Context: an optimization exercise on an open-source flow, tuned for small area, a short achievable clock period and few clock cycles. The choices shown serve that exercise and are no tape-out recipe.

==> onyx: inputs <==
Design RISC_SPM, start of the top module:
module RISC_SPM (clk, rst, mem_addr, mem_wdata, mem_we, mem_rdata);
  input        clk, rst;
  output [7:0] mem_addr;
  output [7:0] mem_wdata;
  output       mem_we;
  input  [7:0] mem_rdata;
  localparam [3:0] S_FETCH = 4'd0, S_EXEC = 4'd1, S_RD2 = 4'd2, S_WR2 = 4'd3, S_BR2 = 4'd4,
                   S_M1 = 4'd5, S_M2 = 4'd6, S_M3 = 4'd7, S_MW = 4'd8, S_HALT = 4'd9;
  reg [7:0] R0, R1, R2, R3;    
  reg [3:0] op;                
  reg [3:0] so, sd;            
  reg       opnd;              
  reg [7:0] AR;                
  reg [7:0] T;                 
  reg       Z, V;
  reg [1:0] pr;                
  reg       qm1;               
  reg [3:0] st;
  wire [7:0] a = ({8{so[0]}} & R0) | ({8{so[1]}} & R1) | ({8{so[2]}} & R2) | ({8{so[3]}} & R3);
  wire [7:0] b = ({8{sd[0]}} & R0) | ({8{sd[1]}} & R1) | ({8{sd[2]}} & R2) | ({8{sd[3]}} & R3);
  wire exec = (st == S_EXEC);
  wire       is_sub = (op == 4'd2);
  wire       is_and = (op == 4'd3);
  wire       is_not = (op == 4'd4);
  wire [7:0] ax     = a ^ {8{is_sub}};
  ...
==> flow/config.mk <==
export PLATFORM = sky130hd
export DESIGN_NAME = RISC_SPM
export DESIGN_NICKNAME = RISC_SPM
export VERILOG_FILES = /design/flow/design.v
export SDC_FILE = /design/flow/constraint.sdc
export NUM_CORES = 4
export LEC_CHECK = 0
export CAP_MARGIN = 20
export CORE_MARGIN = 2
export CORE_UTILIZATION = 40
export SLEW_MARGIN = 20
==> flow/constraint.sdc <==
create_clock -name core_clock -period 6.0 [get_ports {clk}]
set_input_delay 1.2000 -clock core_clock [delete_from_list [all_inputs] [get_ports {clk}]]
set_output_delay 1.2000 -clock core_clock [all_outputs]
set_load 0.01 [all_outputs]
run.sh (not shown) runs the stock make flow with config.mk's settings and CLKGATE_MAP_FILE= SYNTH_SCRIPT=/design/flow/synth_recipe.tcl, a recipe that flattens the netlist after the stock synthesis.
==> juniper (differences from onyx) <==
==> flow/design.v (replaced) <==
module RISC_SPM (clk, rst, mem_addr, mem_wdata, mem_we, mem_rdata);
  input        clk, rst;
  output [7:0] mem_addr;
  output [7:0] mem_wdata;
  output       mem_we;
  input  [7:0] mem_rdata;
  localparam [3:0] S_FETCH = 4'd0, S_EXEC = 4'd1, S_RD2 = 4'd2, S_WR2 = 4'd3, S_BR2 = 4'd4,
                   S_M1 = 4'd5, S_M2 = 4'd6, S_M3 = 4'd7, S_MW = 4'd8, S_HALT = 4'd9;
  reg [7:0] R0, R1, R2, R3;    
  reg [3:0] op;                
  reg [3:0] so, sd;            
  reg       opnd;              
  reg       chk;               
  reg [7:0] AR;                
  reg [7:0] T;                 
  reg       Z, V;
  reg       bone, btwo, bneg;  
  reg [3:0] st;
  wire [7:0] a = ({8{so[0]}} & R0) | ({8{so[1]}} & R1) | ({8{so[2]}} & R2) | ({8{so[3]}} & R3);
  wire [7:0] b = ({8{sd[0]}} & R0) | ({8{sd[1]}} & R1) | ({8{sd[2]}} & R2) | ({8{sd[3]}} & R3);
  wire exec = (st == S_EXEC);
  wire       is_sub = (op == 4'd2);
  wire       is_and = (op == 4'd3);
  wire       is_not = (op == 4'd4);
  wire [7:0] ax     = a ^ {8{is_sub}};
  wire [7:0] ag     = b & ax;
  wire [7:0] ap     = b ^ ax;
  reg  [7:0] kg, kp, kg2, kp2;
  integer    ki, ks;
  always @* begin
    kg = ag; kp = ap;
    kg[0] = ag[0] | (ap[0] & is_sub);
    for (ks = 1; ks < 8; ks = ks * 2) begin
      kg2 = kg; kp2 = kp;
      for (ki = ks; ki < 8; ki = ki + 1) begin
        kg2[ki] = kg[ki] | (kp[ki] & kg[ki-ks]);
        kp2[ki] = kp[ki] & kp[ki-ks];
      end
      kg = kg2; kp = kp2;
    end
  end
  wire [7:0] sum    = ap ^ {kg[6:0], is_sub};
  wire       alu_v  = ~is_and & ~(a[7] ^ b[7]) & (sum[7] ^ a[7]);
  wire [7:0] zc     = {b[6:0] | ax[6:0], is_sub};
  wire       zsum   = ((b ^ ax) == zc);
  wire       alu_z  = is_and ? ((a & b) == 8'd0) : is_not ? (a == 8'hFF) : zsum;
  wire       same = |(so & sd);
  wire       one  = bone;
  wire       two  = btwo;
  wire       neg  = bneg;
  wire [9:0] mb   = two ? {b[7], b, 1'b0} : (one ? {b[7], b[7], b} : 10'd0);
  wire [9:0] my   = mb ^ {10{neg}};
  wire [9:0] mx   = {{2{T[7]}}, T};
  wire [9:0] mg   = mx & my;
  wire [9:0] mp   = mx ^ my;
  reg  [9:0] qg, qp, qg2, qp2;
  integer    qi, qs;
  always @* begin
    qg = mg; qp = mp;
    qg[0] = mg[0] | (mp[0] & neg);
    for (qs = 1; qs < 10; qs = qs * 2) begin
      qg2 = qg; qp2 = qp;
      for (qi = qs; qi < 10; qi = qi + 1) begin
        qg2[qi] = qg[qi] | (qp[qi] & qg[qi-qs]);
        qp2[qi] = qp[qi] & qp[qi-qs];
      end
      qg = qg2; qp = qp2;
    end
  end
  wire [9:0] S    = mp ^ {qg[8:0], neg};
  reg  [1:0] pnext;
  always @* begin
    if (!same) pnext = a[3:2];
    else case (st)
      S_M1:    pnext = a[5:4];
      S_M2:    pnext = a[7:6];
      default: pnext = a[3:2];
    endcase
  end
  wire is_alu  = (op == 4'd1) | (op == 4'd2) | is_and | is_not;
  wire is_mul  = (op == 4'd10);
  wire halt    = op[3] & (op[2] | (op[1] & op[0]));
  wire mul_it  = (exec & is_mul) | (st == S_M1) | (st == S_M2) | (st == S_M3);
  assign mem_addr  = AR;
  assign mem_wdata = a;
  assign mem_we    = (st == S_WR2);
  wire fetch = (st == S_FETCH) | (st == S_MW) | (exec & ~is_mul & ~opnd & ~halt);
  wire alu_w  = exec & is_alu;
  wire z_next = alu_w ? alu_z : Z;
  wire [3:0] nop    = mem_rdata[7:4];
  wire       nmul   = (nop == 4'd10);
  wire       nbrz   = (nop == 4'd8);
  wire       nbro   = (nop == 4'd9);
  wire       vlate  = alu_w & ~is_not;
  wire       nopnd  = (nop == 4'd5) | (nop == 4'd6) | (nop == 4'd7) |
                      (nbrz & z_next) | (nbro & (V | vlate));
  wire       nchk   = nbro & vlate;
  wire       nskip  = (nbrz | nbro) & ~nopnd;
  wire       untake = chk & ~V;            
  wire [7:0] ar1    = AR + 8'd1;
  wire [7:0] ar2    = AR + 8'd2;
  wire       ar_f    = fetch & ~nskip;
  wire       ar_s    = fetch & nskip;
  wire       ar_u    = exec & opnd & untake;
  wire       ar_m    = (exec & opnd & ~untake & ~halt & ~is_mul) | (st == S_BR2);
  wire       ar_t    = (st == S_RD2) | (st == S_WR2);
  wire       ar_h    = ~fetch & ~(exec & opnd & ~halt & ~is_mul) & ~(st == S_BR2) & ~ar_t;
  wire [7:0] ar_next = ({8{ar_f | ar_u}} & ar1) | ({8{ar_s}} & ar2) | ({8{ar_m}} & mem_rdata) |
                       ({8{ar_t}} & T) | ({8{ar_h}} & AR);
  wire       sel_sum = alu_w & ~is_and & ~is_not;
  wire       sel_and = alu_w & is_and;
  wire       sel_not = alu_w & is_not;
  wire       sel_rd  = (st == S_RD2);
  wire       sel_mul = mul_it;
  wire       sel_mw  = (st == S_MW);
  wire       wen     = alu_w | sel_rd | (sel_mul & ~same) | sel_mw;
  wire [7:0] Wo      = ({8{sel_and}} & a & b) | ({8{sel_not}} & ~a) | ({8{sel_rd}} & mem_rdata) |
                       ({8{sel_mul}} & {S[1:0], a[7:2]}) | ({8{sel_mw}} & T);
  wire [7:0] W       = ({8{sel_sum}} & sum) | Wo;
  wire [3:0] wsel = {4{wen}} & (mul_it ? so : sd);
  wire [1:0] ns = mem_rdata[3:2];
  reg  [1:0] rn;
  always @* begin
    case (ns) 2'd0: rn = R0[1:0]; 2'd1: rn = R1[1:0]; 2'd2: rn = R2[1:0]; default: rn = R3[1:0]; endcase
    if (wsel[ns]) rn = W[1:0];
  end
  always @(posedge clk or negedge rst) begin
    if (!rst) begin
      AR <= 8'd0; Z <= 1'b0; V <= 1'b0; st <= S_FETCH;
    end else begin
      if (alu_w) begin
        Z <= alu_z;
        if (!is_not) V <= alu_v;
      end else if (st == S_M3) begin
        Z <= 1'b1;
        V <= bneg & (so[0] ? S[1] : R0[7]);
      end
      AR <= ar_next;
      case (st)
        S_FETCH: st <= S_EXEC;
        S_EXEC:
          if (halt)         st <= S_HALT;
          else if (is_mul)  st <= S_M1;
          else if (opnd & untake) st <= S_FETCH;
          else if (opnd)    st <= (op == 4'd5) ? S_RD2 : (op == 4'd6) ? S_WR2 : S_BR2;
        S_RD2:   st <= S_FETCH;
        S_WR2:   st <= S_FETCH;
        S_BR2:   st <= S_FETCH;
        S_M1:    st <= S_M2;
        S_M2:    st <= S_M3;
        S_M3:    st <= S_MW;
        S_MW:    st <= S_EXEC;
        S_HALT:  st <= S_HALT;
        default: st <= S_FETCH;
      endcase
    end
  end
  wire [7:0] Wr  = ({8{sel_sum & rst}} & sum) | (Wo & {8{rst}});
  wire [3:0] rwe = wsel | {4{~rst}};
  always @(posedge clk) begin
    if (rwe[0]) R0 <= Wr;
    if (rwe[1]) R1 <= Wr;
    if (rwe[2]) R2 <= Wr;
    if (rwe[3]) R3 <= Wr;
  end
  always @(posedge clk) begin
    if (fetch) begin
      op   <= nop;
      so   <= 4'b0001 << mem_rdata[3:2];
      sd   <= 4'b0001 << mem_rdata[1:0];
      opnd <= nopnd;
      chk  <= nchk;
      T    <= nmul ? 8'd0 : ar2;
      bone <= rn[0];
      btwo <= rn[1] & ~rn[0];
      bneg <= rn[1];
    end else if (mul_it) begin
      T    <= S[9:2];
      bone <= pnext[0] ^ bneg;
      btwo <= (pnext[1] & ~pnext[0] & ~bneg) | (~pnext[1] & pnext[0] & bneg);
      bneg <= pnext[1];
    end
  end
endmodule
Settings changed: ABC_AREA set to 1, SETUP_SLACK_MARGIN set to 3.0.
==> notes.md <==
- Between juniper and onyx, the lower final area is in onyx (gap 7.4%, measured against onyx).
- Of onyx and juniper, juniper has the higher non-clock buffer count (gap 46).
- Between onyx and juniper, the lower area after synthesis is in juniper (gap 3.8%, measured against juniper).
- Against juniper, the register-to-register slack of onyx is worse by 1.3 ns.
No functional check of the RTL was part of any run of this note.

-- separate check: timing with driven ports --
The results above use ideal ports. As a check the final layouts listed here were re-extracted and re-timed, cells and wires unchanged.
Step 1: set_driving_cell puts a clkbuf_16 on clk and a buf_2 on each other input, an assumption about the parent block.
Step 2 moves the port delays by t, midway between the first and last clock arrival at a register: inputs arrive t later, outputs are due t later. That takes back most of the time a late clock gives input paths.
Three values: ideal ports, drivers, drivers and shift; two values: the first two.
| run | shift t [ns] | slack for setup (ns) | worst setup path at the end |
|---|---|---|---|
| onyx | 0.385 | 1.505 / 1.505 / 1.505 | register to register |
| juniper | 0.390 | 2.836 / 2.836 / 2.824 | input to register |
After both steps every run listed still meets setup and hold. For juniper, which loses most, drivers alone change the setup slack by 0.000 ns; drivers and shift together by -0.012 ns.
